Background: an optimization exercise with open tools, aiming at small area. Do not read the settings as production practice. Only simulation tests tie the RTL to the original design; equivalence was not proved. Power figures rest on the tool's default switching activity, not on a simulated workload.

`flow/config.mk`:
```
export PLATFORM = sky130hd
export DESIGN_NAME = edf_ic
export DESIGN_NICKNAME = edf_ic
export VERILOG_FILES = /design/flow/design.v
export SDC_FILE = /design/flow/constraint.sdc
export NUM_CORES = 4
export LEC_CHECK = 0
export ABC_AREA = 1
export CAP_MARGIN = 20
export CORE_MARGIN = 2
export CORE_UTILIZATION = 50
export CTS_BUF_LIST = sky130_fd_sc_hd__clkbuf_8
export SLEW_MARGIN = 20
```
`flow/constraint.sdc`:
```
create_clock -name core_clock -period 40.0 [get_ports {clk_i}]
set_input_delay 8.0000 -clock core_clock [delete_from_list [all_inputs] [get_ports {clk_i}]]
set_output_delay 8.0000 -clock core_clock [all_outputs]
set_load 0.01 [all_outputs]
```
`flow/design.v`:
```
module irq_gateway #(
  parameter int unsigned NrInputs = 32
)(
  input  logic                clk_i,
  input  logic                rst_ni,
  input  logic [NrInputs-1:0] trig_type_i,
  input  logic [NrInputs-1:0] trig_polarity_i,
  input  logic [NrInputs-1:0] irqs_i,
  input  logic [NrInputs-1:0] ip_i,
  output logic [NrInputs-1:0] irqs_o
);
logic [NrInputs-1:0] irqs_q;
always_ff @(posedge clk_i) begin
  if (~rst_ni) irqs_q <= '0;
  else         irqs_q <= irqs_i;
end
for (genvar i=0; i<NrInputs; i++) begin : g_lines
  logic x, y;
  assign x = irqs_i[i] ^ trig_polarity_i[i];
  assign y = irqs_q[i] ^ trig_polarity_i[i];
  assign irqs_o[i] = x & (trig_type_i[i] ? (y & ~ip_i[i]) : ~y);
end
endmodule
module irq_arbiter #(
  parameter  int unsigned NrInputs  = 32,
  parameter  int unsigned PrioWidth = 24,
  localparam int unsigned IdxWidth  = $clog2(NrInputs)
)(
  input  logic [NrInputs-1:0]                valid_i,
  input  logic [NrInputs-1:0]                wrap_i,
  input  logic [NrInputs-1:0][PrioWidth-1:0] prio_i,
  output logic                               valid_o,
  output logic               [PrioWidth-1:0] prio_o,
  output logic                [IdxWidth-1:0] idx_o
);
logic [IdxWidth:0][NrInputs-1:0]                lv_valid;
logic [IdxWidth:0][NrInputs-1:0]                lv_wrap;
logic [IdxWidth:0][NrInputs-1:0][PrioWidth-1:0] lv_prio;
logic [IdxWidth:0][NrInputs-1:0][IdxWidth-1:0]  lv_idx;
assign lv_valid[0] = valid_i;
assign lv_wrap[0]  = wrap_i;
assign lv_prio[0]  = prio_i;
assign lv_idx[0]   = '0;
for (genvar l=0; l<IdxWidth; l++) begin : g_lvl
  for (genvar k=0; k<(NrInputs>>(l+1)); k++) begin : g_node
    logic va, vb, wa, wb, b_lt_a, sel;
    logic [PrioWidth-1:0] pa, pb;
    assign va = lv_valid[l][2*k];
    assign vb = lv_valid[l][2*k+1];
    assign wa = lv_wrap[l][2*k];
    assign wb = lv_wrap[l][2*k+1];
    assign pa = lv_prio[l][2*k];
    assign pb = lv_prio[l][2*k+1];
    if (l == 0) begin : g_ripple
      logic [PrioWidth:0] c;
      assign c[0] = 1'b0;
      for (genvar j=0; j<PrioWidth; j++) begin : g_bit
        assign c[j+1] = (~pb[j] & pa[j]) | ((~pb[j] | pa[j]) & c[j]);
      end
      assign b_lt_a = c[PrioWidth];
    end else begin : g_fast
      cmp_lt #(.W(PrioWidth)) i_cmp (.a_i(pb), .b_i(pa), .lt_o(b_lt_a));
    end
    assign sel = vb & (~va | (b_lt_a ^ wa ^ wb));
    assign lv_valid[l+1][k] = va | vb;
    assign lv_wrap[l+1][k]  = sel ? wb : wa;
    assign lv_prio[l+1][k]  = sel ? pb : pa;
    assign lv_idx[l+1][k] = (sel ? lv_idx[l][2*k+1] : lv_idx[l][2*k]) | (IdxWidth'(sel) << l);
  end
end
assign valid_o = lv_valid[IdxWidth][0];
assign prio_o  = lv_prio[IdxWidth][0];
assign idx_o   = lv_idx[IdxWidth][0];
endmodule
module cmp_lt #(
  parameter int unsigned W = 24
)(
  input  logic [W-1:0] a_i,
  input  logic [W-1:0] b_i,
  output logic         lt_o
);
  localparam int unsigned L = $clog2(W);
  localparam int unsigned P = 1 << L;
  logic [L:0][P-1:0] lt, le;
  for (genvar j=0; j<P; j++) begin : g_leaf
    if (j < W) begin : g_b
      assign lt[0][j] = ~a_i[j] & b_i[j];
      assign le[0][j] = ~a_i[j] | b_i[j];
    end else begin : g_pad
      assign lt[0][j] = 1'b0;
      assign le[0][j] = 1'b1;
    end
  end
  for (genvar l=0; l<L; l++) begin : g_l
    for (genvar j=0; j<(P>>(l+1)); j++) begin : g_j
      assign lt[l+1][j] = lt[l][2*j+1] | (le[l][2*j+1] & lt[l][2*j]);
      assign le[l+1][j] = lt[l][2*j+1] | (le[l][2*j+1] & le[l][2*j]);
    end
  end
  assign lt_o = lt[L][0];
endmodule
module edf_ic #(
    parameter  int unsigned NrIrqs     = 32,
    parameter  int unsigned TsWidth    = 24,
    parameter  int unsigned TsClip     = 0,
    parameter  int unsigned BaseAddr   = 0,
    localparam int unsigned OutTsWidth = TsWidth + TsClip,
    localparam int unsigned IdWidth    = $clog2(NrIrqs)
) (
    input logic clk_i,
    input logic rst_ni,
    input  logic        cfg_req_i,
    input  logic        cfg_we_i,
    input  logic [31:0] cfg_addr_i,
    input  logic [31:0] cfg_wdata_i,
    output logic [31:0] cfg_rdata_o,
    input  logic [63:0] mtime_i,
    input  logic [NrIrqs-1:0] irq_i,
    output logic [IdWidth-1:0] irq_id_o,
    input  logic [IdWidth-1:0] irq_id_i,
    output logic [OutTsWidth-1:0] irq_dl_o,
    output logic irq_valid_o,
    input  logic irq_ack_i
);
localparam int unsigned W = TsWidth;
logic [W-1:0] now, now_half;
assign now      = mtime_i[(W-1)+TsClip:TsClip];
assign now_half = now ^ (W'(1) << (W-1));    
logic [W-1:0] now_half_n;
assign now_half_n = ~now_half;
logic [IdWidth-1:0] local_addr;
assign local_addr = cfg_addr_i[(IdWidth+2)-1:2];
logic write_event;
assign write_event = cfg_req_i & cfg_we_i;
logic [NrIrqs-1:0]          ip_q, ie_q, tt_q, tp_q;
logic [NrIrqs-1:0][W-2:0]   dl_q;
logic [NrIrqs-1:0][W-1:0]   ts_q;
logic [NrIrqs-1:0] gated, valid, wrap, sel;
logic fresh_q;
always_ff @(posedge clk_i or negedge rst_ni) begin
  if (~rst_ni) fresh_q <= 1'b1;
  else         fresh_q <= 1'b0;
end
for (genvar i=0; i<NrIrqs; i++) begin : g_line
  logic we, ack;
  logic [W-1:0] stamp;
  logic [W-1:0] c;        
  logic [W:0]   b;        
  assign sel[i] = (local_addr == IdWidth'(i));
  assign we     = write_event & sel[i];
  assign ack    = irq_ack_i & (irq_id_i == IdWidth'(i));
  assign c[0] = 1'b0;
  for (genvar j=0; j<W-1; j++) begin : g_add
    assign stamp[j] = dl_q[i][j] ^ now[j] ^ c[j];
    assign c[j+1]   = (dl_q[i][j] & (now[j] | c[j])) | (now[j] & c[j]);
  end
  assign stamp[W-1] = now[W-1] ^ c[W-1];
  assign b[0] = 1'b1;
  for (genvar j=0; j<W; j++) begin : g_cmp
    assign b[j+1] = (ts_q[i][j] & now_half_n[j]) | ((ts_q[i][j] | now_half_n[j]) & b[j]);
  end
  assign wrap[i]  = ~b[W];
  assign valid[i] = ie_q[i] & ip_q[i];
  always_ff @(posedge clk_i or negedge rst_ni) begin
    if (~rst_ni) begin
      ip_q[i] <= 1'b0;
      tt_q[i] <= 1'b0;
      tp_q[i] <= 1'b0;
      dl_q[i] <= '0;
    end else begin
      if (we) begin
        dl_q[i] <= cfg_wdata_i[(W+8-1)-1:8];
        tp_q[i] <= cfg_wdata_i[3];
        tt_q[i] <= cfg_wdata_i[2];
      end
      if (ack)           ip_q[i] <= 1'b0;
      else if (gated[i]) ip_q[i] <= 1'b1;
      else if (we)       ip_q[i] <= cfg_wdata_i[1];
    end
  end
  logic ts_hold;
  logic [W-1:0] ts_d;
  assign ts_hold = ~gated[i] & ~fresh_q;
  assign ts_d    = ({W{gated[i]}} & stamp) | ({W{ts_hold}} & ts_q[i]);
  logic ie_d;
  assign ie_d = (we & cfg_wdata_i[0]) | (~we & ~fresh_q & ie_q[i]);
  always_ff @(posedge clk_i) begin
    ts_q[i] <= ts_d;
    ie_q[i] <= ie_d;
  end
end
always_comb begin
  cfg_rdata_o = '0;
  for (int i=0; i<NrIrqs; i++) begin
    cfg_rdata_o |= {32{sel[i]}} & {1'b0, dl_q[i], 4'b0, tp_q[i], tt_q[i], ip_q[i], ie_q[i] & ~fresh_q};
  end
end
logic [W-1:0] win_ts;
irq_arbiter #(
  .NrInputs (NrIrqs),
  .PrioWidth(W)
) i_arb (
  .valid_i (valid),
  .wrap_i  (wrap),
  .prio_i  (ts_q),
  .valid_o (irq_valid_o),
  .prio_o  (win_ts),
  .idx_o   (irq_id_o)
);
irq_gateway #(
  .NrInputs (NrIrqs)
) i_gw (
  .clk_i,
  .rst_ni,
  .trig_polarity_i (tp_q),
  .trig_type_i     (tt_q),
  .ip_i            (ip_q),
  .irqs_i          (irq_i),
  .irqs_o          (gated)
);
logic [W-1:0] rel;
assign rel = win_ts - now;
if (TsClip == 0) begin : g_noclip
  assign irq_dl_o = rel;
end else begin : g_clip
  assign irq_dl_o = {rel, (TsClip'(0))};
end
endmodule
```
`flow/run.sh`:
```
#!/bin/bash
# synth_recipe.tcl (not shown) runs the flow's synth.tcl, then flattens the netlist and writes it again
# the make line also repeats each setting of config.mk as NAME=value (left out here)
make -C /OpenROAD-flow-scripts/flow DESIGN_CONFIG=/design/flow/config.mk WORK_HOME=/design/flow/orfs CLKGATE_MAP_FILE= SYNTH_SCRIPT=/design/flow/synth_recipe.tcl finish
```
==> results.json <==
{
  "syn_to_final_growth_pct": 10.07,
  "max-cap-violations": 0,
  "grtUsageTotal": 0.5104,
  "swShare": 0.4666,
  "die_h_um": 486.0,
  "skew_ns": 0.1043,
  "wl_per_cell_um": 30.56,
  "pwr-share-comb": 0.463,
  "final_layout_size_suffix_gt1_frac": 0.06212,
  "viasPerCell": 6.080,
  "p_switching_mw": 3.624,
  "die_area_um2": 236200,
  "critPathKind": "in2out",
  "place_congestion": 1.059,
  "p_int_mw": 4.144,
  "setup_viol": 0,
  "postCtsResizedCells": 0,
  "yosys-top-cells-area": "nand2_1 (18%), dfrtp_1 (18%), dfxtp_1 (14%)",
  "slowest_stage": "o21ai_1",
  "synth_top_cells_by_count": "nand2_1 (5646), inv_1 (2813), o22ai_1 (1459)",
  "required_ns": 32.00,
  "power_frac_seq": 0.306,
  "leakage_nw": 63.30,
  "critical_path_arrival_ns": 27.64,
  "avgSynthCellArea_um2": 6.959,
  "clock_sinks": 1665,
  "start_util": 0.5039,
  "ys_seq_elements": 1665,
  "clk_path_buf_depth": 4,
  "critPathCaptureType": "output port",
  "synth_top_cell_by_area": "nand2_1",
  "totalWireLength_mm": 615.0,
  "crit_family": "simple AND/OR/NAND/NOR gates",
  "postCtsSetupRepairBufs": 0,
  "drt_iter0_drc": 18474,
  "dieWidth_um": 486.0,
  "std_cell_rows": 176,
  "max_freq_ghz": 0.02806,
  "start_kind": "input pin",
  "synth.most_common_cell": "nand2_1",
  "ioPinCount": 232,
  "yosys.cell_types.count": 63,
  "crit_fanout": 44,
  "max-slew-margin-rel": 0.07607,
  "grt_antenna_before_repair": 68,
  "report.final.hold_viol_count": 0,
  "finalNetCount": 17720,
  "cts_made_buffers": 333,
  "grt_max_degree": 147,
  "cts_tree": "yes",
  "grt_pass1_wl_mm": 840.5,
  "clk_pin_slew_ns": 0.05,
  "async_reset_ff_frac": 0.5003,
  "cp_num_cells": 111,
  "nFillCells": 23364,
  "cts-root-buf": "clkbuf_8",
  "final.min_clock_period_ns": 35.64,
  "clkPwrFrac": 0.231,
  "syn_inst": 16693,
  "gr-total-overflow": 0,
  "ys.flop_type": "dfxtp_1",
  "cts-htree-levels": 5,
  "grt_pass1_vias": 109108,
  "coreArea_um2": 230600,
  "fin_crit_sh": 0.8910,
  "cts_hold_buf": 0,
  "clkLatencyLatePin_ns": 1.14,
  "syn_area_um2": 116200,
  "hold_class": "reg2reg",
  "drv_slew": 0,
  "power.total_mw": 7.768,
  "outcome": "finished clean",
  "synth_edf_count": 0,
  "fin_setup_tns_ns": 0,
  "worstMarginPinSlew_ns": 1.386,
  "synth_warnings": 2,
  "peakVddDrop_v": 0.00003707,
  "power_density_nw_per_um2": 60.75,
  "drtAntennaViolNets": 0,
  "reg2regPathDepth": 28,
  "firstDrtPassIters": 7,
  "crit_top_cell": "nand2_1",
  "slowest_delay_ns": 0.88,
  "rsz0062_at_grt": "false",
  "min_path_cells": 2,
  "io_buffers": 154,
  "hold_ws_ns": 0.4843,
  "vias": 122365,
  "yosys.area.top_type_share": 0.1824,
  "hpwl_mm": 462.2,
  "seq_area_frac_synth": 0.3228,
  "drc_errors": 0,
  "crit_buf_inv": 14
}
## final cells by class
| cell class | instances | area, um2 | area share |
|---|---|---|---|
| clock inverters | 189 | 942.2 | 0.007368 |
| diodes | 53 | 132.6 | 0.001037 |
| inverters | 2914 | 10990 | 0.08597 |
| clock buffers | 403 | 5547 | 0.04337 |
| flip-flops and latches | 1665 | 37500 | 0.2933 |
| multi-input cells | 11355 | 64670 | 0.5057 |
| repair buffers | 521 | 4300 | 0.03363 |
| well taps | 3026 | 3786 | 0.02961 |
## power by group through the flow
| stage | combinational (mW) | clock, mW | sequential [mW] |
|---|---|---|---|
| 5_1_grt | 3.94 | 1.85 | 2.42 |
| 3_5_place_dp | 3.43 | 0 | 2.39 |
| 2_1_floorplan | 2.31 | 0 | 2.29 |
| 6_report | 3.60 | 1.79 | 2.38 |
| 4_1_cts | 3.45 | 1.77 | 2.36 |
| 3_3_place_gp | 3.41 | 0 | 2.39 |
## cells by family (layout without fill, tap and decap cells)
group           count (synthesis)  count (layout)  share of synthesized area
other cells                     1              59                 0.00003228
fa+ha+maj                     761             761                     0.1275
mux                             2               2                  0.0001938
xor+xnor                      132             132                   0.009952
flops                        1665            1665                     0.3228
compound gates               3524            3524                     0.1775
buf+inv                      3678            4027                     0.1235
simple gates                 6930            6930                     0.2385
## tightest hold or removal path: cells and delay by family, from the launching register on
kind / cells / cell delay [ns]
and+or+nand+nor: 1 / 0.05
AOI/OAI and AO/OA: 1 / 0.06
DFF: 1 / 0.34
## placed cells by master (no fill, tap or decap), types with 14 or more instances in the layout
cell / count
inv_1: 2934
inv_2: 61
clkdlybuf4s50_1: 128
o211ai_1: 33
nor2_1: 254
buf_4: 354
a221oi_1: 84
clkinv_2: 35
nand2_4: 15
o21bai_1: 31
inv_4: 20
clkinv_1: 34
o21ai_0: 1234
o22ai_1: 1458
ha_1: 55
o221ai_1: 65
nand2_2: 30
nand4_1: 64
nand2_1: 5628
a22oi_1: 34
o21ai_1: 338
xnor2_1: 38
diode_2: 53
dfxtp_1: 832
clkbuf_8: 404
nand3b_1: 34
dfrtp_1: 832
xor2_1: 94
nand3_2: 15
nand3_1: 819
or2_1: 14
buf_2: 24
a21oi_1: 137
fa_1: 705
## through the flow
stage	util	cell area (um2)	std cells	worst slack [ns]
after floorplan	-	116200	16698	12.10
after global placement	0.5249	121000	19468	5.090
after detailed placement	0.5252	121100	19472	5.080
after CTS	0.5534	127600	20064	5.080
after global routing	0.5541	127800	20076	3.039
final	0.5546	127900	20126	4.358
## flip-flops by register name, indices dropped and copies added, names as in the netlist
name / flops
dl_q: 736
fresh_q: 1
i_gw.irqs_q: 32
ie_q: 32
ip_q: 32
tp_q: 32
ts_q: 768
tt_q: 32
## layer usage
| layer | global-route usage | wire length [um] | vias to the layer above | share of wire |
|---|---|---|---|---|
| met1 | 0.6609 | 229700 | 58038 | 0.37 |
| met5 | 0.01368 | 1108 | - | 0.0018 |
| met4 | 0.3286 | 46580 | 44 | 0.076 |
| met2 | 0.6427 | 224800 | 8904 | 0.37 |
| li1 | - | - | 53873 | - |
| met3 | 0.2806 | 112800 | 1506 | 0.18 |
## worst paths after layout
check | from | to | slack [ns]
worst min-delay path | dl_q[22]$_DFFE_PN0P_ | dl_q[22]$_DFFE_PN0P_ | 0.48
worst min register to register | dl_q[22]$_DFFE_PN0P_ | dl_q[22]$_DFFE_PN0P_ | 0.48
worst max-delay path | mtime_i[1] | irq_dl_o[23] | 4.36
max in group asynchronous | rst_ni | dl_q[129]$_DFFE_PN0P_ | 28.68
min in group asynchronous | rst_ni | dl_q[579]$_DFFE_PN0P_ | 6.89
worst max register to register | dl_q[115]$_DFFE_PN0P_ | ts_q[143]$_DFF_P_ | 30.12

[separate check: timing with driven ports]
No port has a modelled driver above. Below, the same layout with a new extraction and two added sets of constraints.
Step 1: set_driving_cell puts a clkbuf_16 on clk_i and a buf_2 on each other input, an assumption about the parent block.
Step 2 moves the port delays by t, midway between the first and last clock arrival at a register: inputs arrive t later, outputs are due t later. That takes back most of the time a late clock gives input paths.
Slacks: no drivers / after step 1 / after step 2; pairs: no drivers / after step 1.
t (ns): 1.200
setup slack, ns: 4.358 / 4.336 / 4.336
latest minus earliest clock arrival (ns): 0.116 / 0.116
cell pins on the clock port's net: 1
After both steps this run still meets setup and hold. The setup slack of this run moves by -0.022 ns with the drivers and by -0.022 ns with both steps.
